This is an optimization exercise on Yosys and OpenROAD, whose aim is small area and a short achievable clock period, not a production implementation. Function was checked by simulation only, so behaviour that the tests miss may differ from the original. Power and IR drop assume default switching activity.

<file path="flow/run.sh">
#!/bin/bash
# synth_recipe.tcl (not shown) runs the flow's synth.tcl, then flattens the netlist and writes it again
# the make line also repeats each setting of config.mk as NAME=value (left out here)
make -C /OpenROAD-flow-scripts/flow DESIGN_CONFIG=/design/flow/config.mk WORK_HOME=/design/flow/orfs CLKGATE_MAP_FILE= SYNTH_SCRIPT=/design/flow/synth_recipe.tcl finish
</file>
<file path="flow/constraint.sdc">
create_clock -name core_clock -period 9.5 [get_ports {clk}]
set_input_delay 1.9000 -clock core_clock [delete_from_list [all_inputs] [get_ports {clk}]]
set_output_delay 1.9000 -clock core_clock [all_outputs]
set_load 0.01 [all_outputs]
</file>
<file path="flow/design.v">
`timescale 1ns/1ps
module half_adder(input a,b,output sum,carry);
  assign sum = a ^ b;
  assign carry = a & b;
endmodule
`timescale 1ns/1ps
module full_adder( output sum,carry, input a,b,c);
  wire w1, w2, w3;
  half_adder HA1(.a(a), .b(b), .sum(w1), .carry(w2));
  half_adder HA2(.a(w1), .b(c), .sum(sum), .carry(w3));
  or or1(carry, w2, w3);
endmodule
`timescale 1ns/1ps
module RCA_16bit(output cout, output [15:0] sum, input [15:0] a, b);
    wire [14:0] c;
    full_adder F0(.a(a[0]), .b(b[0]), .c(1'b0), .sum(sum[0]), .carry(c[0]));
    full_adder F1(.a(a[1]), .b(b[1]), .c(c[0]), .sum(sum[1]), .carry(c[1]));
    full_adder F2(.a(a[2]), .b(b[2]), .c(c[1]), .sum(sum[2]), .carry(c[2]));
    full_adder F3(.a(a[3]), .b(b[3]), .c(c[2]), .sum(sum[3]), .carry(c[3]));
    full_adder F4(.a(a[4]), .b(b[4]), .c(c[3]), .sum(sum[4]), .carry(c[4]));
    full_adder F5(.a(a[5]), .b(b[5]), .c(c[4]), .sum(sum[5]), .carry(c[5]));
    full_adder F6(.a(a[6]), .b(b[6]), .c(c[5]), .sum(sum[6]), .carry(c[6]));
    full_adder F7(.a(a[7]), .b(b[7]), .c(c[6]), .sum(sum[7]), .carry(c[7]));
    full_adder F8(.a(a[8]), .b(b[8]), .c(c[7]), .sum(sum[8]), .carry(c[8]));
    full_adder F9(.a(a[9]), .b(b[9]), .c(c[8]), .sum(sum[9]), .carry(c[9]));
    full_adder F10(.a(a[10]), .b(b[10]), .c(c[9]), .sum(sum[10]), .carry(c[10]));
    full_adder F11(.a(a[11]), .b(b[11]), .c(c[10]), .sum(sum[11]), .carry(c[11]));
    full_adder F12(.a(a[12]), .b(b[12]), .c(c[11]), .sum(sum[12]), .carry(c[12]));
    full_adder F13(.a(a[13]), .b(b[13]), .c(c[12]), .sum(sum[13]), .carry(c[13]));
    full_adder F14(.a(a[14]), .b(b[14]), .c(c[13]), .sum(sum[14]), .carry(c[14]));
    full_adder F15(.a(a[15]), .b(b[15]), .c(c[14]), .sum(sum[15]), .carry(cout));
endmodule
`timescale 1ns/1ps
module d_ff(input clk,input [15:0]d,output reg [15:0]q);
  always@(posedge clk)
      q<=d;       
endmodule         
`timescale 1ns / 1ps
module Braun_Multiplier(
    input [7:0] a, b,
    output [15:0] p
);
    wire [15:0] sum_0, sum_1, sum_2, sum_3, sum_4, sum_5, sum_6, sum_7;
    wire [7:0] partial_product[7:0];
    genvar i, j;
    generate
        for (i = 0; i < 8; i = i + 1) begin
            for (j = 0; j < 8; j = j + 1) begin
                assign partial_product[i][j] = a[i] & b[j];   
            end
        end
    endgenerate
    assign sum_0 = {8'b0, partial_product[0]};
    assign sum_1 = {partial_product[1], 1'b0} + sum_0;
    assign sum_2 = {partial_product[2], 2'b0} + sum_1;
    assign sum_3 = {partial_product[3], 3'b0} + sum_2;
    assign sum_4 = {partial_product[4], 4'b0} + sum_3;
    assign sum_5 = {partial_product[5], 5'b0} + sum_4;
    assign sum_6 = {partial_product[6], 6'b0} + sum_5;
    assign sum_7 = {partial_product[7], 7'b0} + sum_6;
    assign p = sum_7;
endmodule
module FIR_Top(input clk, input [7:0] Xin, H0, H1, H2, output reg [15:0] Yout);
  reg [15:0] Q1;
  reg [15:0] Q2;
  wire a1 = ~(Xin[0] & H2[0]);
  wire a2 = ~(Xin[0] & H2[1]);
  wire a3 = ~(Xin[0] & H2[2]);
  wire a4 = ~(Xin[0] & H2[3]);
  wire a5 = ~(Xin[0] & H2[4]);
  wire a6 = ~(Xin[0] & H2[5]);
  wire a7 = ~(Xin[0] & H2[6]);
  wire a8 = ~(Xin[0] & H2[7]);
  wire a9 = ~(Xin[1] & H2[0]);
  wire a10 = ~(Xin[1] & H2[1]);
  wire a11 = ~(Xin[1] & H2[2]);
  wire a12 = ~(Xin[1] & H2[3]);
  wire a13 = ~(Xin[1] & H2[4]);
  wire a14 = ~(Xin[1] & H2[5]);
  wire a15 = ~(Xin[1] & H2[6]);
  wire a16 = ~(Xin[1] & H2[7]);
  wire a17 = ~(Xin[2] & H2[0]);
  wire a18 = ~(Xin[2] & H2[1]);
  wire a19 = ~(Xin[2] & H2[2]);
  wire a20 = ~(Xin[2] & H2[3]);
  wire a21 = ~(Xin[2] & H2[4]);
  wire a22 = ~(Xin[2] & H2[5]);
  wire a23 = ~(Xin[2] & H2[6]);
  wire a24 = ~(Xin[2] & H2[7]);
  wire a25 = ~(Xin[3] & H2[0]);
  wire a26 = ~(Xin[3] & H2[1]);
  wire a27 = ~(Xin[3] & H2[2]);
  wire a28 = ~(Xin[3] & H2[3]);
  wire a29 = ~(Xin[3] & H2[4]);
  wire a30 = ~(Xin[3] & H2[5]);
  wire a31 = ~(Xin[3] & H2[6]);
  wire a32 = ~(Xin[3] & H2[7]);
  wire a33 = ~(Xin[4] & H2[0]);
  wire a34 = ~(Xin[4] & H2[1]);
  wire a35 = ~(Xin[4] & H2[2]);
  wire a36 = ~(Xin[4] & H2[3]);
  wire a37 = ~(Xin[4] & H2[4]);
  wire a38 = ~(Xin[4] & H2[5]);
  wire a39 = ~(Xin[4] & H2[6]);
  wire a40 = ~(Xin[4] & H2[7]);
  wire a41 = ~(Xin[5] & H2[0]);
  wire a42 = ~(Xin[5] & H2[1]);
  wire a43 = ~(Xin[5] & H2[2]);
  wire a44 = ~(Xin[5] & H2[3]);
  wire a45 = ~(Xin[5] & H2[4]);
  wire a46 = ~(Xin[5] & H2[5]);
  wire a47 = ~(Xin[5] & H2[6]);
  wire a48 = ~(Xin[5] & H2[7]);
  wire a49 = ~(Xin[6] & H2[0]);
  wire a50 = ~(Xin[6] & H2[1]);
  wire a51 = ~(Xin[6] & H2[2]);
  wire a52 = ~(Xin[6] & H2[3]);
  wire a53 = ~(Xin[6] & H2[4]);
  wire a54 = ~(Xin[6] & H2[5]);
  wire a55 = ~(Xin[6] & H2[6]);
  wire a56 = ~(Xin[6] & H2[7]);
  wire a57 = ~(Xin[7] & H2[0]);
  wire a58 = ~(Xin[7] & H2[1]);
  wire a59 = ~(Xin[7] & H2[2]);
  wire a60 = ~(Xin[7] & H2[3]);
  wire a61 = ~(Xin[7] & H2[4]);
  wire a62 = ~(Xin[7] & H2[5]);
  wire a63 = ~(Xin[7] & H2[6]);
  wire a64 = ~(Xin[7] & H2[7]);
  wire s65;
  fir_xnor2 u65 (.a(a7), .b(a14), .y(s65));
  wire c66;
  fir_or2 u66 (.a(a7), .b(a14), .y(c66));
  wire s67, c67;
  fir_fa u67 (.a(a8), .b(a15), .c(a22), .s(s67), .co(c67));
  wire s68;
  fir_xnor2 u68 (.a(a29), .b(a36), .y(s68));
  wire c69;
  fir_or2 u69 (.a(a29), .b(a36), .y(c69));
  wire s70, c70;
  fir_fa u70 (.a(a16), .b(a23), .c(a30), .s(s70), .co(c70));
  wire s71;
  fir_xnor2 u71 (.a(a37), .b(a44), .y(s71));
  wire c72;
  fir_or2 u72 (.a(a37), .b(a44), .y(c72));
  wire s73, c73;
  fir_fa u73 (.a(a24), .b(a31), .c(a38), .s(s73), .co(c73));
  wire s74;
  fir_xnor2 u74 (.a(a5), .b(a12), .y(s74));
  wire c75;
  fir_or2 u75 (.a(a5), .b(a12), .y(c75));
  wire s76, c76;
  fir_fa u76 (.a(a6), .b(a13), .c(a20), .s(s76), .co(c76));
  wire s77;
  fir_xnor2 u77 (.a(a27), .b(a34), .y(s77));
  wire c78;
  fir_or2 u78 (.a(a27), .b(a34), .y(c78));
  wire s79, c79;
  fir_fa u79 (.a(a21), .b(a28), .c(a35), .s(s79), .co(c79));
  wire s80, c80;
  fir_fa u80 (.a(a42), .b(a49), .c(s65), .s(s80), .co(c80));
  wire s81, c81;
  fir_fa u81 (.a(a43), .b(a50), .c(a57), .s(s81), .co(c81));
  wire s82, c82;
  fir_fa u82 (.a(c66), .b(s68), .c(s67), .s(s82), .co(c82));
  wire s83, c83;
  fir_fa u83 (.a(a51), .b(a58), .c(c69), .s(s83), .co(c83));
  wire s84, c84;
  fir_fa u84 (.a(s71), .b(c67), .c(s70), .s(s84), .co(c84));
  wire s85, c85;
  fir_fa u85 (.a(a45), .b(a52), .c(a59), .s(s85), .co(c85));
  wire s86, c86;
  fir_fa u86 (.a(c72), .b(c70), .c(s73), .s(s86), .co(c86));
  wire s87, c87;
  fir_fa u87 (.a(a32), .b(a39), .c(a46), .s(s87), .co(c87));
  wire s88, c88;
  fir_fa u88 (.a(a53), .b(a60), .c(c73), .s(s88), .co(c88));
  wire s89, c89;
  fir_fa u89 (.a(a40), .b(a47), .c(a54), .s(s89), .co(c89));
  wire s90;
  fir_xnor2 u90 (.a(a4), .b(a11), .y(s90));
  wire c91;
  fir_or2 u91 (.a(a4), .b(a11), .y(c91));
  wire s92, c92;
  fir_fa u92 (.a(a19), .b(a26), .c(a33), .s(s92), .co(c92));
  wire s93, c93;
  fir_fa u93 (.a(a41), .b(c75), .c(s77), .s(s93), .co(c93));
  wire s94, c94;
  fir_fa u94 (.a(c78), .b(c76), .c(s79), .s(s94), .co(c94));
  wire s95, c95;
  fir_fa u95 (.a(c79), .b(s81), .c(c80), .s(s95), .co(c95));
  wire s96, c96;
  fir_fa u96 (.a(c81), .b(s83), .c(c82), .s(s96), .co(c96));
  wire s97, c97;
  fir_fa u97 (.a(s85), .b(c83), .c(c84), .s(s97), .co(c97));
  wire s98, c98;
  fir_fa u98 (.a(c85), .b(s87), .c(c86), .s(s98), .co(c98));
  wire s99, c99;
  fir_fa u99 (.a(a61), .b(c87), .c(s89), .s(s99), .co(c99));
  wire s100, c100;
  fir_fa u100 (.a(a48), .b(a55), .c(a62), .s(s100), .co(c100));
  wire s101;
  fir_xnor2 u101 (.a(a3), .b(a10), .y(s101));
  wire c102;
  fir_or2 u102 (.a(a3), .b(a10), .y(c102));
  wire s103, c103;
  fir_fa u103 (.a(a18), .b(a25), .c(s90), .s(s103), .co(c103));
  wire s104, c104;
  fir_fa u104 (.a(c91), .b(s74), .c(s92), .s(s104), .co(c104));
  wire s105, c105;
  fir_fa u105 (.a(c92), .b(s76), .c(s93), .s(s105), .co(c105));
  wire s106, c106;
  fir_fa u106 (.a(c93), .b(s80), .c(s94), .s(s106), .co(c106));
  wire s107, c107;
  fir_fa u107 (.a(c94), .b(s82), .c(s95), .s(s107), .co(c107));
  wire s108, c108;
  fir_fa u108 (.a(s84), .b(c95), .c(s96), .s(s108), .co(c108));
  wire s109, c109;
  fir_fa u109 (.a(s86), .b(c96), .c(s97), .s(s109), .co(c109));
  wire s110, c110;
  fir_fa u110 (.a(s88), .b(c97), .c(s98), .s(s110), .co(c110));
  wire s111, c111;
  fir_fa u111 (.a(c88), .b(s99), .c(c98), .s(s111), .co(c111));
  wire s112, c112;
  fir_fa u112 (.a(c89), .b(s100), .c(c99), .s(s112), .co(c112));
  wire s113, c113;
  fir_fa u113 (.a(a56), .b(a63), .c(c100), .s(s113), .co(c113));
  wire p114;
  fir_xor2 u114 (.a(a2), .b(a9), .y(p114));
  wire g115;
  fir_nor2 u115 (.a(a2), .b(a9), .y(g115));
  wire p116;
  fir_xor2 u116 (.a(s101), .b(a17), .y(p116));
  wire g117;
  fir_nor2 u117 (.a(s101), .b(a17), .y(g117));
  wire p118;
  fir_xor2 u118 (.a(c102), .b(s103), .y(p118));
  wire g119;
  fir_nor2 u119 (.a(c102), .b(s103), .y(g119));
  wire p120;
  fir_xor2 u120 (.a(c103), .b(s104), .y(p120));
  wire g121;
  fir_nor2 u121 (.a(c103), .b(s104), .y(g121));
  wire p122;
  fir_xor2 u122 (.a(c104), .b(s105), .y(p122));
  wire g123;
  fir_nor2 u123 (.a(c104), .b(s105), .y(g123));
  wire p124;
  fir_xor2 u124 (.a(c105), .b(s106), .y(p124));
  wire g125;
  fir_nor2 u125 (.a(c105), .b(s106), .y(g125));
  wire p126;
  fir_xor2 u126 (.a(c106), .b(s107), .y(p126));
  wire g127;
  fir_nor2 u127 (.a(c106), .b(s107), .y(g127));
  wire p128;
  fir_xor2 u128 (.a(c107), .b(s108), .y(p128));
  wire g129;
  fir_nor2 u129 (.a(c107), .b(s108), .y(g129));
  wire p130;
  fir_xor2 u130 (.a(c108), .b(s109), .y(p130));
  wire g131;
  fir_nor2 u131 (.a(c108), .b(s109), .y(g131));
  wire p132;
  fir_xor2 u132 (.a(c109), .b(s110), .y(p132));
  wire g133;
  fir_nor2 u133 (.a(c109), .b(s110), .y(g133));
  wire p134;
  fir_xor2 u134 (.a(c110), .b(s111), .y(p134));
  wire g135;
  fir_nor2 u135 (.a(c110), .b(s111), .y(g135));
  wire p136;
  fir_xor2 u136 (.a(c111), .b(s112), .y(p136));
  wire g137;
  fir_nor2 u137 (.a(c111), .b(s112), .y(g137));
  wire p138;
  fir_xor2 u138 (.a(c112), .b(s113), .y(p138));
  wire g139;
  fir_nor2 u139 (.a(c112), .b(s113), .y(g139));
  wire p140;
  fir_xor2 u140 (.a(c113), .b(a64), .y(p140));
  wire g141;
  fir_nor2 u141 (.a(c113), .b(a64), .y(g141));
  wire G142 = g115 | (p114 & 1'b0);
  wire P143 = p114 & ~a1;
  wire G144 = g119 | (p118 & g117);
  wire P145 = p118 & p116;
  wire G146 = g123 | (p122 & g121);
  wire P147 = p122 & p120;
  wire G148 = g127 | (p126 & g125);
  wire P149 = p126 & p124;
  wire G150 = g131 | (p130 & g129);
  wire P151 = p130 & p128;
  wire G152 = g135 | (p134 & g133);
  wire P153 = p134 & p132;
  wire G154 = g139 | (p138 & g137);
  wire P155 = p138 & p136;
  wire G156 = 1'b0 | (1'b0 & g141);
  wire P157 = 1'b0 & p140;
  wire G158 = g117 | (p116 & G142);
  wire P159 = p116 & P143;
  wire G160 = G144 | (P145 & G142);
  wire P161 = P145 & P143;
  wire G162 = g125 | (p124 & G146);
  wire P163 = p124 & P147;
  wire G164 = G148 | (P149 & G146);
  wire P165 = P149 & P147;
  wire G166 = g133 | (p132 & G150);
  wire P167 = p132 & P151;
  wire G168 = G152 | (P153 & G150);
  wire P169 = P153 & P151;
  wire G170 = g141 | (p140 & G154);
  wire P171 = p140 & P155;
  wire G172 = G156 | (P157 & G154);
  wire P173 = P157 & P155;
  wire G174 = g121 | (p120 & G160);
  wire P175 = p120 & P161;
  wire G176 = G146 | (P147 & G160);
  wire P177 = P147 & P161;
  wire G178 = G162 | (P163 & G160);
  wire P179 = P163 & P161;
  wire G180 = G164 | (P165 & G160);
  wire P181 = P165 & P161;
  wire G182 = g137 | (p136 & G168);
  wire P183 = p136 & P169;
  wire G184 = G154 | (P155 & G168);
  wire P185 = P155 & P169;
  wire G186 = G170 | (P171 & G168);
  wire P187 = P171 & P169;
  wire G188 = G172 | (P173 & G168);
  wire P189 = P173 & P169;
  wire G190 = g129 | (p128 & G180);
  wire P191 = p128 & P181;
  wire G192 = G150 | (P151 & G180);
  wire P193 = P151 & P181;
  wire G194 = G166 | (P167 & G180);
  wire P195 = P167 & P181;
  wire G196 = G168 | (P169 & G180);
  wire P197 = P169 & P181;
  wire G198 = G182 | (P183 & G180);
  wire P199 = P183 & P181;
  wire G200 = G184 | (P185 & G180);
  wire P201 = P185 & P181;
  wire G202 = G186 | (P187 & G180);
  wire P203 = P187 & P181;
  wire G204 = G188 | (P189 & G180);
  wire P205 = P189 & P181;
  wire y206 = ~(~a1);
  wire y207 = ~(p114);
  wire y208;
  fir_xnor2 u208 (.a(p116), .b(G142), .y(y208));
  wire y209;
  fir_xnor2 u209 (.a(p118), .b(G158), .y(y209));
  wire y210;
  fir_xnor2 u210 (.a(p120), .b(G160), .y(y210));
  wire y211;
  fir_xnor2 u211 (.a(p122), .b(G174), .y(y211));
  wire y212;
  fir_xnor2 u212 (.a(p124), .b(G176), .y(y212));
  wire y213;
  fir_xnor2 u213 (.a(p126), .b(G178), .y(y213));
  wire y214;
  fir_xnor2 u214 (.a(p128), .b(G180), .y(y214));
  wire y215;
  fir_xnor2 u215 (.a(p130), .b(G190), .y(y215));
  wire y216;
  fir_xnor2 u216 (.a(p132), .b(G192), .y(y216));
  wire y217;
  fir_xnor2 u217 (.a(p134), .b(G194), .y(y217));
  wire y218;
  fir_xnor2 u218 (.a(p136), .b(G196), .y(y218));
  wire y219;
  fir_xnor2 u219 (.a(p138), .b(G198), .y(y219));
  wire y220;
  fir_xnor2 u220 (.a(p140), .b(G200), .y(y220));
  wire y221;
  fir_xnor2 u221 (.a(1'b0), .b(G202), .y(y221));
  wire a222 = ~(Xin[0] & H1[0]);
  wire a223 = ~(Xin[0] & H1[1]);
  wire a224 = ~(Xin[0] & H1[2]);
  wire a225 = ~(Xin[0] & H1[3]);
  wire a226 = ~(Xin[0] & H1[4]);
  wire a227 = ~(Xin[0] & H1[5]);
  wire a228 = ~(Xin[0] & H1[6]);
  wire a229 = ~(Xin[0] & H1[7]);
  wire a230 = ~(Xin[1] & H1[0]);
  wire a231 = ~(Xin[1] & H1[1]);
  wire a232 = ~(Xin[1] & H1[2]);
  wire a233 = ~(Xin[1] & H1[3]);
  wire a234 = ~(Xin[1] & H1[4]);
  wire a235 = ~(Xin[1] & H1[5]);
  wire a236 = ~(Xin[1] & H1[6]);
  wire a237 = ~(Xin[1] & H1[7]);
  wire a238 = ~(Xin[2] & H1[0]);
  wire a239 = ~(Xin[2] & H1[1]);
  wire a240 = ~(Xin[2] & H1[2]);
  wire a241 = ~(Xin[2] & H1[3]);
  wire a242 = ~(Xin[2] & H1[4]);
  wire a243 = ~(Xin[2] & H1[5]);
  wire a244 = ~(Xin[2] & H1[6]);
  wire a245 = ~(Xin[2] & H1[7]);
  wire a246 = ~(Xin[3] & H1[0]);
  wire a247 = ~(Xin[3] & H1[1]);
  wire a248 = ~(Xin[3] & H1[2]);
  wire a249 = ~(Xin[3] & H1[3]);
  wire a250 = ~(Xin[3] & H1[4]);
  wire a251 = ~(Xin[3] & H1[5]);
  wire a252 = ~(Xin[3] & H1[6]);
  wire a253 = ~(Xin[3] & H1[7]);
  wire a254 = ~(Xin[4] & H1[0]);
  wire a255 = ~(Xin[4] & H1[1]);
  wire a256 = ~(Xin[4] & H1[2]);
  wire a257 = ~(Xin[4] & H1[3]);
  wire a258 = ~(Xin[4] & H1[4]);
  wire a259 = ~(Xin[4] & H1[5]);
  wire a260 = ~(Xin[4] & H1[6]);
  wire a261 = ~(Xin[4] & H1[7]);
  wire a262 = ~(Xin[5] & H1[0]);
  wire a263 = ~(Xin[5] & H1[1]);
  wire a264 = ~(Xin[5] & H1[2]);
  wire a265 = ~(Xin[5] & H1[3]);
  wire a266 = ~(Xin[5] & H1[4]);
  wire a267 = ~(Xin[5] & H1[5]);
  wire a268 = ~(Xin[5] & H1[6]);
  wire a269 = ~(Xin[5] & H1[7]);
  wire a270 = ~(Xin[6] & H1[0]);
  wire a271 = ~(Xin[6] & H1[1]);
  wire a272 = ~(Xin[6] & H1[2]);
  wire a273 = ~(Xin[6] & H1[3]);
  wire a274 = ~(Xin[6] & H1[4]);
  wire a275 = ~(Xin[6] & H1[5]);
  wire a276 = ~(Xin[6] & H1[6]);
  wire a277 = ~(Xin[6] & H1[7]);
  wire a278 = ~(Xin[7] & H1[0]);
  wire a279 = ~(Xin[7] & H1[1]);
  wire a280 = ~(Xin[7] & H1[2]);
  wire a281 = ~(Xin[7] & H1[3]);
  wire a282 = ~(Xin[7] & H1[4]);
  wire a283 = ~(Xin[7] & H1[5]);
  wire a284 = ~(Xin[7] & H1[6]);
  wire a285 = ~(Xin[7] & H1[7]);
  wire s286;
  fir_xnor2 u286 (.a(Q1[5]), .b(a227), .y(s286));
  wire c287;
  fir_or2 u287 (.a(Q1[5]), .b(a227), .y(c287));
  wire s288, c288;
  fir_fa u288 (.a(Q1[6]), .b(a228), .c(a235), .s(s288), .co(c288));
  wire s289;
  fir_xnor2 u289 (.a(a242), .b(a249), .y(s289));
  wire c290;
  fir_or2 u290 (.a(a242), .b(a249), .y(c290));
  wire s291, c291;
  fir_fa u291 (.a(Q1[7]), .b(a229), .c(a236), .s(s291), .co(c291));
  wire s292, c292;
  fir_fa u292 (.a(a243), .b(a250), .c(a257), .s(s292), .co(c292));
  wire s293;
  fir_xnor2 u293 (.a(a264), .b(a271), .y(s293));
  wire c294;
  fir_or2 u294 (.a(a264), .b(a271), .y(c294));
  wire s295, c295;
  fir_fa u295 (.a(Q1[8]), .b(a237), .c(a244), .s(s295), .co(c295));
  wire s296, c296;
  fir_fa u296 (.a(a251), .b(a258), .c(a265), .s(s296), .co(c296));
  wire s297;
  fir_xnor2 u297 (.a(a272), .b(a279), .y(s297));
  wire c298;
  fir_or2 u298 (.a(a272), .b(a279), .y(c298));
  wire s299, c299;
  fir_fa u299 (.a(Q1[9]), .b(a245), .c(a252), .s(s299), .co(c299));
  wire s300, c300;
  fir_fa u300 (.a(a259), .b(a266), .c(a273), .s(s300), .co(c300));
  wire s301, c301;
  fir_fa u301 (.a(Q1[10]), .b(a253), .c(a260), .s(s301), .co(c301));
  wire s302;
  fir_xnor2 u302 (.a(Q1[3]), .b(a225), .y(s302));
  wire c303;
  fir_or2 u303 (.a(Q1[3]), .b(a225), .y(c303));
  wire s304, c304;
  fir_fa u304 (.a(Q1[4]), .b(a226), .c(a233), .s(s304), .co(c304));
  wire s305;
  fir_xnor2 u305 (.a(a240), .b(a247), .y(s305));
  wire c306;
  fir_or2 u306 (.a(a240), .b(a247), .y(c306));
  wire s307, c307;
  fir_fa u307 (.a(a234), .b(a241), .c(a248), .s(s307), .co(c307));
  wire s308, c308;
  fir_fa u308 (.a(a255), .b(a262), .c(s286), .s(s308), .co(c308));
  wire s309, c309;
  fir_fa u309 (.a(a256), .b(a263), .c(a270), .s(s309), .co(c309));
  wire s310, c310;
  fir_fa u310 (.a(c287), .b(s289), .c(s288), .s(s310), .co(c310));
  wire s311, c311;
  fir_fa u311 (.a(a278), .b(c290), .c(s293), .s(s311), .co(c311));
  wire s312, c312;
  fir_fa u312 (.a(c288), .b(s291), .c(s292), .s(s312), .co(c312));
  wire s313, c313;
  fir_fa u313 (.a(c294), .b(s297), .c(c291), .s(s313), .co(c313));
  wire s314, c314;
  fir_fa u314 (.a(c292), .b(s295), .c(s296), .s(s314), .co(c314));
  wire s315, c315;
  fir_fa u315 (.a(a280), .b(c298), .c(c295), .s(s315), .co(c315));
  wire s316, c316;
  fir_fa u316 (.a(c296), .b(s299), .c(s300), .s(s316), .co(c316));
  wire s317, c317;
  fir_fa u317 (.a(a267), .b(a274), .c(a281), .s(s317), .co(c317));
  wire s318, c318;
  fir_fa u318 (.a(c299), .b(c300), .c(s301), .s(s318), .co(c318));
  wire s319, c319;
  fir_fa u319 (.a(Q1[11]), .b(a261), .c(a268), .s(s319), .co(c319));
  wire s320, c320;
  fir_fa u320 (.a(a275), .b(a282), .c(c301), .s(s320), .co(c320));
  wire s321, c321;
  fir_fa u321 (.a(Q1[12]), .b(a269), .c(a276), .s(s321), .co(c321));
  wire s322;
  fir_xnor2 u322 (.a(Q1[2]), .b(a224), .y(s322));
  wire c323;
  fir_or2 u323 (.a(Q1[2]), .b(a224), .y(c323));
  wire s324, c324;
  fir_fa u324 (.a(a232), .b(a239), .c(a246), .s(s324), .co(c324));
  wire s325, c325;
  fir_fa u325 (.a(a254), .b(c303), .c(s305), .s(s325), .co(c325));
  wire s326, c326;
  fir_fa u326 (.a(c306), .b(c304), .c(s307), .s(s326), .co(c326));
  wire s327, c327;
  fir_fa u327 (.a(c307), .b(s309), .c(c308), .s(s327), .co(c327));
  wire s328, c328;
  fir_fa u328 (.a(c309), .b(s311), .c(c310), .s(s328), .co(c328));
  wire s329, c329;
  fir_fa u329 (.a(c311), .b(c312), .c(s313), .s(s329), .co(c329));
  wire s330, c330;
  fir_fa u330 (.a(c313), .b(c314), .c(s315), .s(s330), .co(c330));
  wire s331, c331;
  fir_fa u331 (.a(s317), .b(c315), .c(c316), .s(s331), .co(c331));
  wire s332, c332;
  fir_fa u332 (.a(c317), .b(s319), .c(c318), .s(s332), .co(c332));
  wire s333, c333;
  fir_fa u333 (.a(a283), .b(c319), .c(s321), .s(s333), .co(c333));
  wire s334, c334;
  fir_fa u334 (.a(Q1[13]), .b(a277), .c(a284), .s(s334), .co(c334));
  wire s335;
  fir_xnor2 u335 (.a(Q1[1]), .b(a223), .y(s335));
  wire c336;
  fir_or2 u336 (.a(Q1[1]), .b(a223), .y(c336));
  wire s337, c337;
  fir_fa u337 (.a(a231), .b(a238), .c(s322), .s(s337), .co(c337));
  wire s338, c338;
  fir_fa u338 (.a(c323), .b(s302), .c(s324), .s(s338), .co(c338));
  wire s339, c339;
  fir_fa u339 (.a(c324), .b(s304), .c(s325), .s(s339), .co(c339));
  wire s340, c340;
  fir_fa u340 (.a(c325), .b(s308), .c(s326), .s(s340), .co(c340));
  wire s341, c341;
  fir_fa u341 (.a(c326), .b(s310), .c(s327), .s(s341), .co(c341));
  wire s342, c342;
  fir_fa u342 (.a(s312), .b(c327), .c(s328), .s(s342), .co(c342));
  wire s343, c343;
  fir_fa u343 (.a(s314), .b(c328), .c(s329), .s(s343), .co(c343));
  wire s344, c344;
  fir_fa u344 (.a(s316), .b(c329), .c(s330), .s(s344), .co(c344));
  wire s345, c345;
  fir_fa u345 (.a(s318), .b(c330), .c(s331), .s(s345), .co(c345));
  wire s346, c346;
  fir_fa u346 (.a(s320), .b(c331), .c(s332), .s(s346), .co(c346));
  wire s347, c347;
  fir_fa u347 (.a(c320), .b(s333), .c(c332), .s(s347), .co(c347));
  wire s348, c348;
  fir_fa u348 (.a(c321), .b(s334), .c(c333), .s(s348), .co(c348));
  wire s349, c349;
  fir_fa u349 (.a(Q1[14]), .b(a285), .c(c334), .s(s349), .co(c349));
  wire p350;
  fir_xor2 u350 (.a(Q1[0]), .b(a222), .y(p350));
  wire g351;
  fir_nor2 u351 (.a(Q1[0]), .b(a222), .y(g351));
  wire p352;
  fir_xor2 u352 (.a(s335), .b(a230), .y(p352));
  wire g353;
  fir_nor2 u353 (.a(s335), .b(a230), .y(g353));
  wire p354;
  fir_xor2 u354 (.a(c336), .b(s337), .y(p354));
  wire g355;
  fir_nor2 u355 (.a(c336), .b(s337), .y(g355));
  wire p356;
  fir_xor2 u356 (.a(c337), .b(s338), .y(p356));
  wire g357;
  fir_nor2 u357 (.a(c337), .b(s338), .y(g357));
  wire p358;
  fir_xor2 u358 (.a(c338), .b(s339), .y(p358));
  wire g359;
  fir_nor2 u359 (.a(c338), .b(s339), .y(g359));
  wire p360;
  fir_xor2 u360 (.a(c339), .b(s340), .y(p360));
  wire g361;
  fir_nor2 u361 (.a(c339), .b(s340), .y(g361));
  wire p362;
  fir_xor2 u362 (.a(c340), .b(s341), .y(p362));
  wire g363;
  fir_nor2 u363 (.a(c340), .b(s341), .y(g363));
  wire p364;
  fir_xor2 u364 (.a(c341), .b(s342), .y(p364));
  wire g365;
  fir_nor2 u365 (.a(c341), .b(s342), .y(g365));
  wire p366;
  fir_xor2 u366 (.a(c342), .b(s343), .y(p366));
  wire g367;
  fir_nor2 u367 (.a(c342), .b(s343), .y(g367));
  wire p368;
  fir_xor2 u368 (.a(c343), .b(s344), .y(p368));
  wire g369;
  fir_nor2 u369 (.a(c343), .b(s344), .y(g369));
  wire p370;
  fir_xor2 u370 (.a(c344), .b(s345), .y(p370));
  wire g371;
  fir_nor2 u371 (.a(c344), .b(s345), .y(g371));
  wire p372;
  fir_xor2 u372 (.a(c345), .b(s346), .y(p372));
  wire g373;
  fir_nor2 u373 (.a(c345), .b(s346), .y(g373));
  wire p374;
  fir_xor2 u374 (.a(c346), .b(s347), .y(p374));
  wire g375;
  fir_nor2 u375 (.a(c346), .b(s347), .y(g375));
  wire p376;
  fir_xor2 u376 (.a(c347), .b(s348), .y(p376));
  wire g377;
  fir_nor2 u377 (.a(c347), .b(s348), .y(g377));
  wire p378;
  fir_xor2 u378 (.a(c348), .b(s349), .y(p378));
  wire g379;
  fir_nor2 u379 (.a(c348), .b(s349), .y(g379));
  wire p380;
  fir_xor2 u380 (.a(c349), .b(Q1[15]), .y(p380));
  wire g381;
  fir_nor2 u381 (.a(c349), .b(Q1[15]), .y(g381));
  wire G382 = g353 | (p352 & g351);
  wire P383 = p352 & p350;
  wire G384 = g357 | (p356 & g355);
  wire P385 = p356 & p354;
  wire G386 = g361 | (p360 & g359);
  wire P387 = p360 & p358;
  wire G388 = g365 | (p364 & g363);
  wire P389 = p364 & p362;
  wire G390 = g369 | (p368 & g367);
  wire P391 = p368 & p366;
  wire G392 = g373 | (p372 & g371);
  wire P393 = p372 & p370;
  wire G394 = g377 | (p376 & g375);
  wire P395 = p376 & p374;
  wire G396 = g381 | (p380 & g379);
  wire P397 = p380 & p378;
  wire G398 = g355 | (p354 & G382);
  wire P399 = p354 & P383;
  wire G400 = G384 | (P385 & G382);
  wire P401 = P385 & P383;
  wire G402 = g363 | (p362 & G386);
  wire P403 = p362 & P387;
  wire G404 = G388 | (P389 & G386);
  wire P405 = P389 & P387;
  wire G406 = g371 | (p370 & G390);
  wire P407 = p370 & P391;
  wire G408 = G392 | (P393 & G390);
  wire P409 = P393 & P391;
  wire G410 = g379 | (p378 & G394);
  wire P411 = p378 & P395;
  wire G412 = G396 | (P397 & G394);
  wire P413 = P397 & P395;
  wire G414 = g359 | (p358 & G400);
  wire P415 = p358 & P401;
  wire G416 = G386 | (P387 & G400);
  wire P417 = P387 & P401;
  wire G418 = G402 | (P403 & G400);
  wire P419 = P403 & P401;
  wire G420 = G404 | (P405 & G400);
  wire P421 = P405 & P401;
  wire G422 = g375 | (p374 & G408);
  wire P423 = p374 & P409;
  wire G424 = G394 | (P395 & G408);
  wire P425 = P395 & P409;
  wire G426 = G410 | (P411 & G408);
  wire P427 = P411 & P409;
  wire G428 = G412 | (P413 & G408);
  wire P429 = P413 & P409;
  wire G430 = g367 | (p366 & G420);
  wire P431 = p366 & P421;
  wire G432 = G390 | (P391 & G420);
  wire P433 = P391 & P421;
  wire G434 = G406 | (P407 & G420);
  wire P435 = P407 & P421;
  wire G436 = G408 | (P409 & G420);
  wire P437 = P409 & P421;
  wire G438 = G422 | (P423 & G420);
  wire P439 = P423 & P421;
  wire G440 = G424 | (P425 & G420);
  wire P441 = P425 & P421;
  wire G442 = G426 | (P427 & G420);
  wire P443 = P427 & P421;
  wire G444 = G428 | (P429 & G420);
  wire P445 = P429 & P421;
  wire y446 = ~(p350);
  wire y447;
  fir_xnor2 u447 (.a(p352), .b(g351), .y(y447));
  wire y448;
  fir_xnor2 u448 (.a(p354), .b(G382), .y(y448));
  wire y449;
  fir_xnor2 u449 (.a(p356), .b(G398), .y(y449));
  wire y450;
  fir_xnor2 u450 (.a(p358), .b(G400), .y(y450));
  wire y451;
  fir_xnor2 u451 (.a(p360), .b(G414), .y(y451));
  wire y452;
  fir_xnor2 u452 (.a(p362), .b(G416), .y(y452));
  wire y453;
  fir_xnor2 u453 (.a(p364), .b(G418), .y(y453));
  wire y454;
  fir_xnor2 u454 (.a(p366), .b(G420), .y(y454));
  wire y455;
  fir_xnor2 u455 (.a(p368), .b(G430), .y(y455));
  wire y456;
  fir_xnor2 u456 (.a(p370), .b(G432), .y(y456));
  wire y457;
  fir_xnor2 u457 (.a(p372), .b(G434), .y(y457));
  wire y458;
  fir_xnor2 u458 (.a(p374), .b(G436), .y(y458));
  wire y459;
  fir_xnor2 u459 (.a(p376), .b(G438), .y(y459));
  wire y460;
  fir_xnor2 u460 (.a(p378), .b(G440), .y(y460));
  wire y461;
  fir_xnor2 u461 (.a(p380), .b(G442), .y(y461));
  wire a462 = ~(Xin[0] & H0[0]);
  wire a463 = ~(Xin[0] & H0[1]);
  wire a464 = ~(Xin[0] & H0[2]);
  wire a465 = ~(Xin[0] & H0[3]);
  wire a466 = ~(Xin[0] & H0[4]);
  wire a467 = ~(Xin[0] & H0[5]);
  wire a468 = ~(Xin[0] & H0[6]);
  wire a469 = ~(Xin[0] & H0[7]);
  wire a470 = ~(Xin[1] & H0[0]);
  wire a471 = ~(Xin[1] & H0[1]);
  wire a472 = ~(Xin[1] & H0[2]);
  wire a473 = ~(Xin[1] & H0[3]);
  wire a474 = ~(Xin[1] & H0[4]);
  wire a475 = ~(Xin[1] & H0[5]);
  wire a476 = ~(Xin[1] & H0[6]);
  wire a477 = ~(Xin[1] & H0[7]);
  wire a478 = ~(Xin[2] & H0[0]);
  wire a479 = ~(Xin[2] & H0[1]);
  wire a480 = ~(Xin[2] & H0[2]);
  wire a481 = ~(Xin[2] & H0[3]);
  wire a482 = ~(Xin[2] & H0[4]);
  wire a483 = ~(Xin[2] & H0[5]);
  wire a484 = ~(Xin[2] & H0[6]);
  wire a485 = ~(Xin[2] & H0[7]);
  wire a486 = ~(Xin[3] & H0[0]);
  wire a487 = ~(Xin[3] & H0[1]);
  wire a488 = ~(Xin[3] & H0[2]);
  wire a489 = ~(Xin[3] & H0[3]);
  wire a490 = ~(Xin[3] & H0[4]);
  wire a491 = ~(Xin[3] & H0[5]);
  wire a492 = ~(Xin[3] & H0[6]);
  wire a493 = ~(Xin[3] & H0[7]);
  wire a494 = ~(Xin[4] & H0[0]);
  wire a495 = ~(Xin[4] & H0[1]);
  wire a496 = ~(Xin[4] & H0[2]);
  wire a497 = ~(Xin[4] & H0[3]);
  wire a498 = ~(Xin[4] & H0[4]);
  wire a499 = ~(Xin[4] & H0[5]);
  wire a500 = ~(Xin[4] & H0[6]);
  wire a501 = ~(Xin[4] & H0[7]);
  wire a502 = ~(Xin[5] & H0[0]);
  wire a503 = ~(Xin[5] & H0[1]);
  wire a504 = ~(Xin[5] & H0[2]);
  wire a505 = ~(Xin[5] & H0[3]);
  wire a506 = ~(Xin[5] & H0[4]);
  wire a507 = ~(Xin[5] & H0[5]);
  wire a508 = ~(Xin[5] & H0[6]);
  wire a509 = ~(Xin[5] & H0[7]);
  wire a510 = ~(Xin[6] & H0[0]);
  wire a511 = ~(Xin[6] & H0[1]);
  wire a512 = ~(Xin[6] & H0[2]);
  wire a513 = ~(Xin[6] & H0[3]);
  wire a514 = ~(Xin[6] & H0[4]);
  wire a515 = ~(Xin[6] & H0[5]);
  wire a516 = ~(Xin[6] & H0[6]);
  wire a517 = ~(Xin[6] & H0[7]);
  wire a518 = ~(Xin[7] & H0[0]);
  wire a519 = ~(Xin[7] & H0[1]);
  wire a520 = ~(Xin[7] & H0[2]);
  wire a521 = ~(Xin[7] & H0[3]);
  wire a522 = ~(Xin[7] & H0[4]);
  wire a523 = ~(Xin[7] & H0[5]);
  wire a524 = ~(Xin[7] & H0[6]);
  wire a525 = ~(Xin[7] & H0[7]);
  wire s526;
  fir_xnor2 u526 (.a(Q2[5]), .b(a467), .y(s526));
  wire c527;
  fir_or2 u527 (.a(Q2[5]), .b(a467), .y(c527));
  wire s528, c528;
  fir_fa u528 (.a(Q2[6]), .b(a468), .c(a475), .s(s528), .co(c528));
  wire s529;
  fir_xnor2 u529 (.a(a482), .b(a489), .y(s529));
  wire c530;
  fir_or2 u530 (.a(a482), .b(a489), .y(c530));
  wire s531, c531;
  fir_fa u531 (.a(Q2[7]), .b(a469), .c(a476), .s(s531), .co(c531));
  wire s532, c532;
  fir_fa u532 (.a(a483), .b(a490), .c(a497), .s(s532), .co(c532));
  wire s533;
  fir_xnor2 u533 (.a(a504), .b(a511), .y(s533));
  wire c534;
  fir_or2 u534 (.a(a504), .b(a511), .y(c534));
  wire s535, c535;
  fir_fa u535 (.a(Q2[8]), .b(a477), .c(a484), .s(s535), .co(c535));
  wire s536, c536;
  fir_fa u536 (.a(a491), .b(a498), .c(a505), .s(s536), .co(c536));
  wire s537;
  fir_xnor2 u537 (.a(a512), .b(a519), .y(s537));
  wire c538;
  fir_or2 u538 (.a(a512), .b(a519), .y(c538));
  wire s539, c539;
  fir_fa u539 (.a(Q2[9]), .b(a485), .c(a492), .s(s539), .co(c539));
  wire s540, c540;
  fir_fa u540 (.a(a499), .b(a506), .c(a513), .s(s540), .co(c540));
  wire s541, c541;
  fir_fa u541 (.a(Q2[10]), .b(a493), .c(a500), .s(s541), .co(c541));
  wire s542;
  fir_xnor2 u542 (.a(Q2[3]), .b(a465), .y(s542));
  wire c543;
  fir_or2 u543 (.a(Q2[3]), .b(a465), .y(c543));
  wire s544, c544;
  fir_fa u544 (.a(Q2[4]), .b(a466), .c(a473), .s(s544), .co(c544));
  wire s545;
  fir_xnor2 u545 (.a(a480), .b(a487), .y(s545));
  wire c546;
  fir_or2 u546 (.a(a480), .b(a487), .y(c546));
  wire s547, c547;
  fir_fa u547 (.a(a474), .b(a481), .c(a488), .s(s547), .co(c547));
  wire s548, c548;
  fir_fa u548 (.a(a495), .b(a502), .c(s526), .s(s548), .co(c548));
  wire s549, c549;
  fir_fa u549 (.a(a496), .b(a503), .c(a510), .s(s549), .co(c549));
  wire s550, c550;
  fir_fa u550 (.a(c527), .b(s529), .c(s528), .s(s550), .co(c550));
  wire s551, c551;
  fir_fa u551 (.a(a518), .b(c530), .c(s533), .s(s551), .co(c551));
  wire s552, c552;
  fir_fa u552 (.a(c528), .b(s531), .c(s532), .s(s552), .co(c552));
  wire s553, c553;
  fir_fa u553 (.a(c534), .b(s537), .c(c531), .s(s553), .co(c553));
  wire s554, c554;
  fir_fa u554 (.a(c532), .b(s535), .c(s536), .s(s554), .co(c554));
  wire s555, c555;
  fir_fa u555 (.a(a520), .b(c538), .c(c535), .s(s555), .co(c555));
  wire s556, c556;
  fir_fa u556 (.a(c536), .b(s539), .c(s540), .s(s556), .co(c556));
  wire s557, c557;
  fir_fa u557 (.a(a507), .b(a514), .c(a521), .s(s557), .co(c557));
  wire s558, c558;
  fir_fa u558 (.a(c539), .b(c540), .c(s541), .s(s558), .co(c558));
  wire s559, c559;
  fir_fa u559 (.a(Q2[11]), .b(a501), .c(a508), .s(s559), .co(c559));
  wire s560, c560;
  fir_fa u560 (.a(a515), .b(a522), .c(c541), .s(s560), .co(c560));
  wire s561, c561;
  fir_fa u561 (.a(Q2[12]), .b(a509), .c(a516), .s(s561), .co(c561));
  wire s562;
  fir_xnor2 u562 (.a(Q2[2]), .b(a464), .y(s562));
  wire c563;
  fir_or2 u563 (.a(Q2[2]), .b(a464), .y(c563));
  wire s564, c564;
  fir_fa u564 (.a(a472), .b(a479), .c(a486), .s(s564), .co(c564));
  wire s565, c565;
  fir_fa u565 (.a(a494), .b(c543), .c(s545), .s(s565), .co(c565));
  wire s566, c566;
  fir_fa u566 (.a(c546), .b(c544), .c(s547), .s(s566), .co(c566));
  wire s567, c567;
  fir_fa u567 (.a(c547), .b(s549), .c(c548), .s(s567), .co(c567));
  wire s568, c568;
  fir_fa u568 (.a(c549), .b(s551), .c(c550), .s(s568), .co(c568));
  wire s569, c569;
  fir_fa u569 (.a(c551), .b(c552), .c(s553), .s(s569), .co(c569));
  wire s570, c570;
  fir_fa u570 (.a(c553), .b(c554), .c(s555), .s(s570), .co(c570));
  wire s571, c571;
  fir_fa u571 (.a(s557), .b(c555), .c(c556), .s(s571), .co(c571));
  wire s572, c572;
  fir_fa u572 (.a(c557), .b(s559), .c(c558), .s(s572), .co(c572));
  wire s573, c573;
  fir_fa u573 (.a(a523), .b(c559), .c(s561), .s(s573), .co(c573));
  wire s574, c574;
  fir_fa u574 (.a(Q2[13]), .b(a517), .c(a524), .s(s574), .co(c574));
  wire s575;
  fir_xnor2 u575 (.a(Q2[1]), .b(a463), .y(s575));
  wire c576;
  fir_or2 u576 (.a(Q2[1]), .b(a463), .y(c576));
  wire s577, c577;
  fir_fa u577 (.a(a471), .b(a478), .c(s562), .s(s577), .co(c577));
  wire s578, c578;
  fir_fa u578 (.a(c563), .b(s542), .c(s564), .s(s578), .co(c578));
  wire s579, c579;
  fir_fa u579 (.a(c564), .b(s544), .c(s565), .s(s579), .co(c579));
  wire s580, c580;
  fir_fa u580 (.a(c565), .b(s548), .c(s566), .s(s580), .co(c580));
  wire s581, c581;
  fir_fa u581 (.a(c566), .b(s550), .c(s567), .s(s581), .co(c581));
  wire s582, c582;
  fir_fa u582 (.a(s552), .b(c567), .c(s568), .s(s582), .co(c582));
  wire s583, c583;
  fir_fa u583 (.a(s554), .b(c568), .c(s569), .s(s583), .co(c583));
  wire s584, c584;
  fir_fa u584 (.a(s556), .b(c569), .c(s570), .s(s584), .co(c584));
  wire s585, c585;
  fir_fa u585 (.a(s558), .b(c570), .c(s571), .s(s585), .co(c585));
  wire s586, c586;
  fir_fa u586 (.a(s560), .b(c571), .c(s572), .s(s586), .co(c586));
  wire s587, c587;
  fir_fa u587 (.a(c560), .b(s573), .c(c572), .s(s587), .co(c587));
  wire s588, c588;
  fir_fa u588 (.a(c561), .b(s574), .c(c573), .s(s588), .co(c588));
  wire s589, c589;
  fir_fa u589 (.a(Q2[14]), .b(a525), .c(c574), .s(s589), .co(c589));
  wire p590;
  fir_xor2 u590 (.a(Q2[0]), .b(a462), .y(p590));
  wire g591;
  fir_nor2 u591 (.a(Q2[0]), .b(a462), .y(g591));
  wire p592;
  fir_xor2 u592 (.a(s575), .b(a470), .y(p592));
  wire g593;
  fir_nor2 u593 (.a(s575), .b(a470), .y(g593));
  wire p594;
  fir_xor2 u594 (.a(c576), .b(s577), .y(p594));
  wire g595;
  fir_nor2 u595 (.a(c576), .b(s577), .y(g595));
  wire p596;
  fir_xor2 u596 (.a(c577), .b(s578), .y(p596));
  wire g597;
  fir_nor2 u597 (.a(c577), .b(s578), .y(g597));
  wire p598;
  fir_xor2 u598 (.a(c578), .b(s579), .y(p598));
  wire g599;
  fir_nor2 u599 (.a(c578), .b(s579), .y(g599));
  wire p600;
  fir_xor2 u600 (.a(c579), .b(s580), .y(p600));
  wire g601;
  fir_nor2 u601 (.a(c579), .b(s580), .y(g601));
  wire p602;
  fir_xor2 u602 (.a(c580), .b(s581), .y(p602));
  wire g603;
  fir_nor2 u603 (.a(c580), .b(s581), .y(g603));
  wire p604;
  fir_xor2 u604 (.a(c581), .b(s582), .y(p604));
  wire g605;
  fir_nor2 u605 (.a(c581), .b(s582), .y(g605));
  wire p606;
  fir_xor2 u606 (.a(c582), .b(s583), .y(p606));
  wire g607;
  fir_nor2 u607 (.a(c582), .b(s583), .y(g607));
  wire p608;
  fir_xor2 u608 (.a(c583), .b(s584), .y(p608));
  wire g609;
  fir_nor2 u609 (.a(c583), .b(s584), .y(g609));
  wire p610;
  fir_xor2 u610 (.a(c584), .b(s585), .y(p610));
  wire g611;
  fir_nor2 u611 (.a(c584), .b(s585), .y(g611));
  wire p612;
  fir_xor2 u612 (.a(c585), .b(s586), .y(p612));
  wire g613;
  fir_nor2 u613 (.a(c585), .b(s586), .y(g613));
  wire p614;
  fir_xor2 u614 (.a(c586), .b(s587), .y(p614));
  wire g615;
  fir_nor2 u615 (.a(c586), .b(s587), .y(g615));
  wire p616;
  fir_xor2 u616 (.a(c587), .b(s588), .y(p616));
  wire g617;
  fir_nor2 u617 (.a(c587), .b(s588), .y(g617));
  wire p618;
  fir_xor2 u618 (.a(c588), .b(s589), .y(p618));
  wire g619;
  fir_nor2 u619 (.a(c588), .b(s589), .y(g619));
  wire p620;
  fir_xor2 u620 (.a(c589), .b(Q2[15]), .y(p620));
  wire g621;
  fir_nor2 u621 (.a(c589), .b(Q2[15]), .y(g621));
  wire G622 = g593 | (p592 & g591);
  wire P623 = p592 & p590;
  wire G624 = g597 | (p596 & g595);
  wire P625 = p596 & p594;
  wire G626 = g601 | (p600 & g599);
  wire P627 = p600 & p598;
  wire G628 = g605 | (p604 & g603);
  wire P629 = p604 & p602;
  wire G630 = g609 | (p608 & g607);
  wire P631 = p608 & p606;
  wire G632 = g613 | (p612 & g611);
  wire P633 = p612 & p610;
  wire G634 = g617 | (p616 & g615);
  wire P635 = p616 & p614;
  wire G636 = g621 | (p620 & g619);
  wire P637 = p620 & p618;
  wire G638 = g595 | (p594 & G622);
  wire P639 = p594 & P623;
  wire G640 = G624 | (P625 & G622);
  wire P641 = P625 & P623;
  wire G642 = g603 | (p602 & G626);
  wire P643 = p602 & P627;
  wire G644 = G628 | (P629 & G626);
  wire P645 = P629 & P627;
  wire G646 = g611 | (p610 & G630);
  wire P647 = p610 & P631;
  wire G648 = G632 | (P633 & G630);
  wire P649 = P633 & P631;
  wire G650 = g619 | (p618 & G634);
  wire P651 = p618 & P635;
  wire G652 = G636 | (P637 & G634);
  wire P653 = P637 & P635;
  wire G654 = g599 | (p598 & G640);
  wire P655 = p598 & P641;
  wire G656 = G626 | (P627 & G640);
  wire P657 = P627 & P641;
  wire G658 = G642 | (P643 & G640);
  wire P659 = P643 & P641;
  wire G660 = G644 | (P645 & G640);
  wire P661 = P645 & P641;
  wire G662 = g615 | (p614 & G648);
  wire P663 = p614 & P649;
  wire G664 = G634 | (P635 & G648);
  wire P665 = P635 & P649;
  wire G666 = G650 | (P651 & G648);
  wire P667 = P651 & P649;
  wire G668 = G652 | (P653 & G648);
  wire P669 = P653 & P649;
  wire G670 = g607 | (p606 & G660);
  wire P671 = p606 & P661;
  wire G672 = G630 | (P631 & G660);
  wire P673 = P631 & P661;
  wire G674 = G646 | (P647 & G660);
  wire P675 = P647 & P661;
  wire G676 = G648 | (P649 & G660);
  wire P677 = P649 & P661;
  wire G678 = G662 | (P663 & G660);
  wire P679 = P663 & P661;
  wire G680 = G664 | (P665 & G660);
  wire P681 = P665 & P661;
  wire G682 = G666 | (P667 & G660);
  wire P683 = P667 & P661;
  wire G684 = G668 | (P669 & G660);
  wire P685 = P669 & P661;
  wire y686 = (p590);
  wire y687;
  fir_xor2 u687 (.a(p592), .b(g591), .y(y687));
  wire y688;
  fir_xor2 u688 (.a(p594), .b(G622), .y(y688));
  wire y689;
  fir_xor2 u689 (.a(p596), .b(G638), .y(y689));
  wire y690;
  fir_xor2 u690 (.a(p598), .b(G640), .y(y690));
  wire y691;
  fir_xor2 u691 (.a(p600), .b(G654), .y(y691));
  wire y692;
  fir_xor2 u692 (.a(p602), .b(G656), .y(y692));
  wire y693;
  fir_xor2 u693 (.a(p604), .b(G658), .y(y693));
  wire y694;
  fir_xor2 u694 (.a(p606), .b(G660), .y(y694));
  wire y695;
  fir_xor2 u695 (.a(p608), .b(G670), .y(y695));
  wire y696;
  fir_xor2 u696 (.a(p610), .b(G672), .y(y696));
  wire y697;
  fir_xor2 u697 (.a(p612), .b(G674), .y(y697));
  wire y698;
  fir_xor2 u698 (.a(p614), .b(G676), .y(y698));
  wire y699;
  fir_xor2 u699 (.a(p616), .b(G678), .y(y699));
  wire y700;
  fir_xor2 u700 (.a(p618), .b(G680), .y(y700));
  wire y701;
  fir_xor2 u701 (.a(p620), .b(G682), .y(y701));
  always @(posedge clk) begin
    Q1 <= {y221, y220, y219, y218, y217, y216, y215, y214, y213, y212, y211, y210, y209, y208, y207, y206};
    Q2 <= {y461, y460, y459, y458, y457, y456, y455, y454, y453, y452, y451, y450, y449, y448, y447, y446};
    Yout <= {y701, y700, y699, y698, y697, y696, y695, y694, y693, y692, y691, y690, y689, y688, y687, y686};
  end
endmodule
module fir_fa(input a, b, c, output s, co);
  assign s = a ^ b ^ c;
  assign co = (a & b) | (a & c) | (b & c);
endmodule
module fir_nor2(input a, b, output y);
  assign y = ~(a | b);
endmodule
module fir_or2(input a, b, output y);
  assign y = a | b;
endmodule
module fir_xnor2(input a, b, output y);
  assign y = ~(a ^ b);
endmodule
module fir_xor2(input a, b, output y);
  assign y = a ^ b;
endmodule
</file>
<file path="flow/config.mk">
export PLATFORM = sky130hd
export DESIGN_NAME = FIR_Top
export DESIGN_NICKNAME = FIR_Top
export VERILOG_FILES = /design/flow/design.v
export SDC_FILE = /design/flow/constraint.sdc
export NUM_CORES = 4
export LEC_CHECK = 0
export CAP_MARGIN = 20
export CORE_MARGIN = 2
export CORE_UTILIZATION = 60
export SETUP_SLACK_MARGIN = 5
export SLEW_MARGIN = 20
export SYNTH_HIERARCHICAL = 1
export SYNTH_MINIMUM_KEEP_SIZE = 0
export TNS_END_PERCENT = 0
</file>
==> run notes <==
[final cells by class]
cell class              instances  area share [%]
clock buffers                   6            1.04
clock inverters                 2           0.490
inverters                       2          0.0948
multi-input cells             616            71.7
flip-flops and latches         48            12.1
well taps                     136            2.15
repair buffers                 77            12.4
[metal layers]
| metal | share of wire [%] | vias to the layer above |
|---|---|---|
| met4 | 3.1 | 0 |
| li1 | - | 2272 |
| met1 | 41 | 2530 |
| met5 | 0 | - |
| met2 | 50 | 151 |
| met3 | 5.8 | 40 |
[synthesized netlist by cell type]
library cell                  n
sky130_fd_sc_hd__a21oi_4      2
sky130_fd_sc_hd__nand4_1      2
sky130_fd_sc_hd__or2_1       24
sky130_fd_sc_hd__xor2_1      61
sky130_fd_sc_hd__inv_1        2
sky130_fd_sc_hd__nand2_1    199
sky130_fd_sc_hd__o21ai_0      6
sky130_fd_sc_hd__buf_1       16
sky130_fd_sc_hd__a21oi_1     18
sky130_fd_sc_hd__dfxtp_1     48
sky130_fd_sc_hd__clkbuf_1    24
sky130_fd_sc_hd__o2111ai_1    1
sky130_fd_sc_hd__xnor2_1     52
sky130_fd_sc_hd__nand2b_1     2
sky130_fd_sc_hd__nor2b_1      4
sky130_fd_sc_hd__fa_1       131
sky130_fd_sc_hd__or3_4        2
sky130_fd_sc_hd__a21bo_2      2
sky130_fd_sc_hd__nor3_1       7
sky130_fd_sc_hd__a21oi_2      2
sky130_fd_sc_hd__and4_4       2
sky130_fd_sc_hd__o31ai_1      2
sky130_fd_sc_hd__a21o_1      22
sky130_fd_sc_hd__conb_1       1
sky130_fd_sc_hd__a31o_2       1
sky130_fd_sc_hd__o21a_1       3
sky130_fd_sc_hd__o21bai_1     3
sky130_fd_sc_hd__o21ai_1      1
sky130_fd_sc_hd__a211oi_2     1
sky130_fd_sc_hd__nor2_1      56
sky130_fd_sc_hd__nand3_1      9
[layout by cell type (no fill, tap or decap), types with 3 or more instances in the layout]
cell | synthesis | final
sky130_fd_sc_hd__nand2_1 | 199 | 188
sky130_fd_sc_hd__fa_1 | 131 | 107
sky130_fd_sc_hd__nor2_1 | 56 | 55
sky130_fd_sc_hd__xnor2_1 | 52 | 49
sky130_fd_sc_hd__dfxtp_1 | 48 | 48
sky130_fd_sc_hd__xor2_1 | 61 | 46
sky130_fd_sc_hd__buf_4 | 0 | 25
sky130_fd_sc_hd__or2_1 | 24 | 24
sky130_fd_sc_hd__fa_2 | 0 | 24
sky130_fd_sc_hd__a21o_1 | 22 | 22
sky130_fd_sc_hd__clkdlybuf4s50_1 | 0 | 16
sky130_fd_sc_hd__xor2_2 | 0 | 15
sky130_fd_sc_hd__a21oi_1 | 18 | 12
sky130_fd_sc_hd__nand2_2 | 0 | 10
sky130_fd_sc_hd__nand3_1 | 9 | 8
sky130_fd_sc_hd__buf_2 | 0 | 8
sky130_fd_sc_hd__bufbuf_16 | 0 | 7
sky130_fd_sc_hd__a21oi_2 | 2 | 6
sky130_fd_sc_hd__clkbuf_8 | 0 | 6
sky130_fd_sc_hd__buf_6 | 0 | 6
sky130_fd_sc_hd__buf_16 | 0 | 6
sky130_fd_sc_hd__nor3_1 | 7 | 5
sky130_fd_sc_hd__a21oi_4 | 2 | 4
sky130_fd_sc_hd__buf_12 | 0 | 4
sky130_fd_sc_hd__o21ai_0 | 6 | 3
sky130_fd_sc_hd__o21a_1 | 3 | 3
sky130_fd_sc_hd__o21bai_1 | 3 | 3
sky130_fd_sc_hd__xnor2_2 | 0 | 3
[per-module statistics from Yosys, one instance, submodules excluded]
module     times used  flip-flops and latches
fir_nor2           44                       0
fir_or2            23                       0
fir_xor2           61                       0
fir_fa            131                       0
FIR_Top             1                      48
fir_xnor2          52                       0
[critical path, cell delays in order]
cell                      delay (ps)
sky130_fd_sc_hd__buf_16          120
sky130_fd_sc_hd__nand2_2          70
sky130_fd_sc_hd__fa_2            360
sky130_fd_sc_hd__fa_1            580
sky130_fd_sc_hd__fa_1            450
sky130_fd_sc_hd__fa_1            510
sky130_fd_sc_hd__xor2_2          220
sky130_fd_sc_hd__a21oi_1         230
sky130_fd_sc_hd__o21ai_2         100
sky130_fd_sc_hd__o31ai_2         220
sky130_fd_sc_hd__buf_4           170
sky130_fd_sc_hd__a21oi_2          60
sky130_fd_sc_hd__xnor2_1         120
[power groups by stage]
stage / Combinational, mW / Sequential [mW] / Clock, mW
6_report: 2.63 / 0.392 / 0.165
3_3_place_gp: 2.14 / 0.396 / 0
2_1_floorplan: 1.80 / 0.403 / 0
4_1_cts: 2.46 / 0.394 / 0.171
3_5_place_dp: 2.19 / 0.396 / 0
5_1_grt: 2.91 / 0.404 / 0.175
[registers in the layout (all words and copies together), names as in the netlist]
name and count:
Q1 16, Q2 16, Yout 16
[cell families (layout without fill, tap and decap cells)]
kind of cell               after synthesis  in the layout  synth area share (%)
and+or+nand+nor                        307            307                  19.8
other                                    1              1                0.0580
adders and majority gates              131            131                  40.5
xor gates and xnor gates               113            113                  15.3
buffers and inverters                   42             87                  2.44
DFF                                     48             48                  14.9
AOI/OAI and AO/OA                       64             64                  6.96
[stage by stage]
stage	util [%]	worst slack (ps)	hold slack, ps
floorplan	-	4420	428
global route	76.0	4470	490
finish	76.0	4590	456
detailed placement	67.9	3040	447
CTS	74.5	4660	464
global placement	67.9	3080	441
[worst min-delay path by stage]
stage                     startpoint      end  slack (ps)
after floorplan                Q2[0]  Yout[0]         430
after global placement         Q2[0]  Yout[0]         440
after detailed placement       Q2[0]  Yout[0]         450
after CTS                      Q2[0]  Yout[0]         460
after global routing           Q2[0]  Yout[0]         490
final                          Q2[0]  Yout[0]         460
[repair_timing]
action | CTS | global route
setup buffers | 13 | 8
setup endpoints to repair | 37 | 26
endpoints found under the hold margin | 0 | 0
gates cloned | 7 | 0
gates resized for setup | 240 | 27
pin swaps | 47 | 29
==> impl.org <==
** Critical path
- Crit Path Max Fanout :: 12
- WS Path Type :: input port to flip-flop
- CP Launch Type :: input port
- Data arrives at the worst endpoint at 5110 ps.
- The number of cells on the worst reg-to-reg path is 11.
- Worst R2R Setup Slack :: 5990 ps
- The most critical setup path has its startpoint at Xin[1].
- In this run the critical register-to-register path is captured at Q2[14].
- Last element of the critical path :: Q2[14]
- STA classifies the critical path endpoint as a flip-flop.
- The startpoint identified for the worst register-to-register timing path is Q1[7].
- Worst Path Required :: 9700 ps

** Clocking
- Root buffer cell :: sky130_fd_sc_hd__clkbuf_8
- Clock tree buffer depth :: 2
- TritonCTS built the clock tree.
- Clock tree synthesis inserted a total of 5 buffers.
- Hold repair after CTS inserted 0 buffers.
- The H-tree was split into 2 levels.
- CTS clk-pin slew, worst paths :: 100 ps
- The clock net in this run drives a total of 48 sinks.
- Clock insertion delay at the later pin of the skew report :: 320 ps

** Timing
- Final slew viol count :: 0
- Final Setup Violations :: 0
- Setup tns final :: 0 ps
- RSZ-0062 raised after global routing :: true
- Between clock sinks in the finished design, the worst skew comes to 12.0 ps.
- The count of final hold-check violations was 0.
- Part of the cycle the worst path needs :: 51.7%
- F_max :: 0.204 GHz
- The worst path needs 4910 ps of the cycle, external delays included.

** Global route
- The first global-routing pass estimated 25,500 um of wire.
- Entering global routing, the biggest net connects 25 pins.
- Number of antenna violations at the first check in global routing :: 0
- Vias in the first global route :: 5,378
- For this run the aggregate overflow at the end of global routing stands at 0.
- Met1 capacity usage during global routing :: 37.9%
- For met2 alone, demand over resource in global routing was 47.5%.
- Busiest metal layer after global routing :: met2
- For this run, the total global-route usage over all layers was measured as 28.3%.
- In the global route stage, met3 resource usage came out at 4.90%.

** Final layout
- Area used by multi-input combinational logic :: 5680 sq um
- The finished layout holds 887 standard cells, fillers aside.
- Number of antenna repair diodes :: 0
- Summing all flip-flop and latch instances after layout gives 961 sq um.
- The finished cells cover 7920 sq um.
- Fraction of final layout cells with drive strength greater than 1 :: 20.0%
- Relative area change from synthesis to final layout :: 22.5%
- Counting the fill cells in the layout gives 741.
- The net count of the finished layout is 914.

** Yosys
- Summing every instance area after synthesis gives 6470 sq um.
- Of the synthesized area, sequential elements account for 14.9%.
- Number of register bits inferred by synthesis :: 48
- Synth unique cells :: 31
- After technology mapping, the gate count stands at 706.
- Area share of the largest cell type after synthesis :: 40.5%
- Each instance of the synthesized netlist takes up on average 9.16 sq um.
- Top cells by area in the synthesized netlist :: sky130_fd_sc_hd__fa_1, sky130_fd_sc_hd__dfxtp_1, sky130_fd_sc_hd__nand2_1
- Yosys printed 7 warnings.
- Cell type with the largest total area after synthesis :: sky130_fd_sc_hd__fa_1
- Synthesized net count :: 870

** Power and ir drop
- Registers are responsible for 12.3% of the overall power.
- Per report_power, the clock group accounts for 5.2% of the total.
- Logic pwr share :: 82.6%
- For this design the total switching power over the nets is 1.48 mW.
- Net switching is 46.5% of the power.
- Leakage power :: 3.05 nW
- The worst-case IR drop observed on VDD is 394 uV.
- Power per Cell Area :: 403 nW/um^2
- Total power draw :: 3.19 mW
- Internal power comes to 1.71 mW.

** Placed design
- Dpl cells :: 851
- Last weighted congestion value of the routability-driven placer :: 0.846
- In this run the cell area measured after placement is 7070 sq um.
- Port Buffers :: 48
- Detailed placement finished with a half-perimeter wire length of 9850 um.

** Drt
- In this run the remaining antenna-violating nets after routing total 0.
- The first TritonRoute pass finished after 5 iterations.
- Count of unresolved DRC violations after routing :: 0
- Detailed Route WL :: 14,900 um
- The routed layout has 4,993 vias.
- Dividing the detail-routed wire length by the instance count gives 16.8 um.
- The detailed router finished its first iteration with 304 violations.
- Number of vias per cell after detailed routing :: 5.63

** Worst hold path
- Cell depth of the worst hold path :: 1
- In this run the worst hold path is classified as flip-flop to flip-flop.

** Floorplanning
- Pin placement for this block handled 49 I/O pins.
- The die is 108 um tall.
- The total area inside the core boundary comes to 10,400 sq um.
- Die X-Extent :: 108 um
- The die covers 11,600 sq um.
- Placement Rows :: 37
- Initial standard-cell utilization of the core :: 62.1%

** Run status
- Run status :: complete, no violations

** Job
- Across the run, the number of max-cap violations was 0.

==> afterwards: timing with drivers on the ports <==
The flow's constraints put no driver on any port. The routed layout listed below was extracted and timed again, unchanged, in two steps.
Step 1 sets driving cells, clkbuf_16 on the clock port and buf_2 on the other inputs (assumed; they add their load-dependent delay and slew).
Step 2 also shifts input and output timing later by t, the mid clock arrival at the registers, as if the neighbouring blocks saw the same clock.
Three values: ideal ports, drivers, drivers and shift; two values: the first two.
t, ns: 0.345
setup WS [ns]: 4.590 / 4.469 / 4.124
worst hold slack (ns): 0.456 / 0.456 / 0.456
worst setup path after step 2: input to register
worst slew at a driven data input, ns: 0.16
After both steps this run still meets setup and hold. The setup slack of this run moves by -0.121 ns with the drivers and by -0.466 ns with both steps.
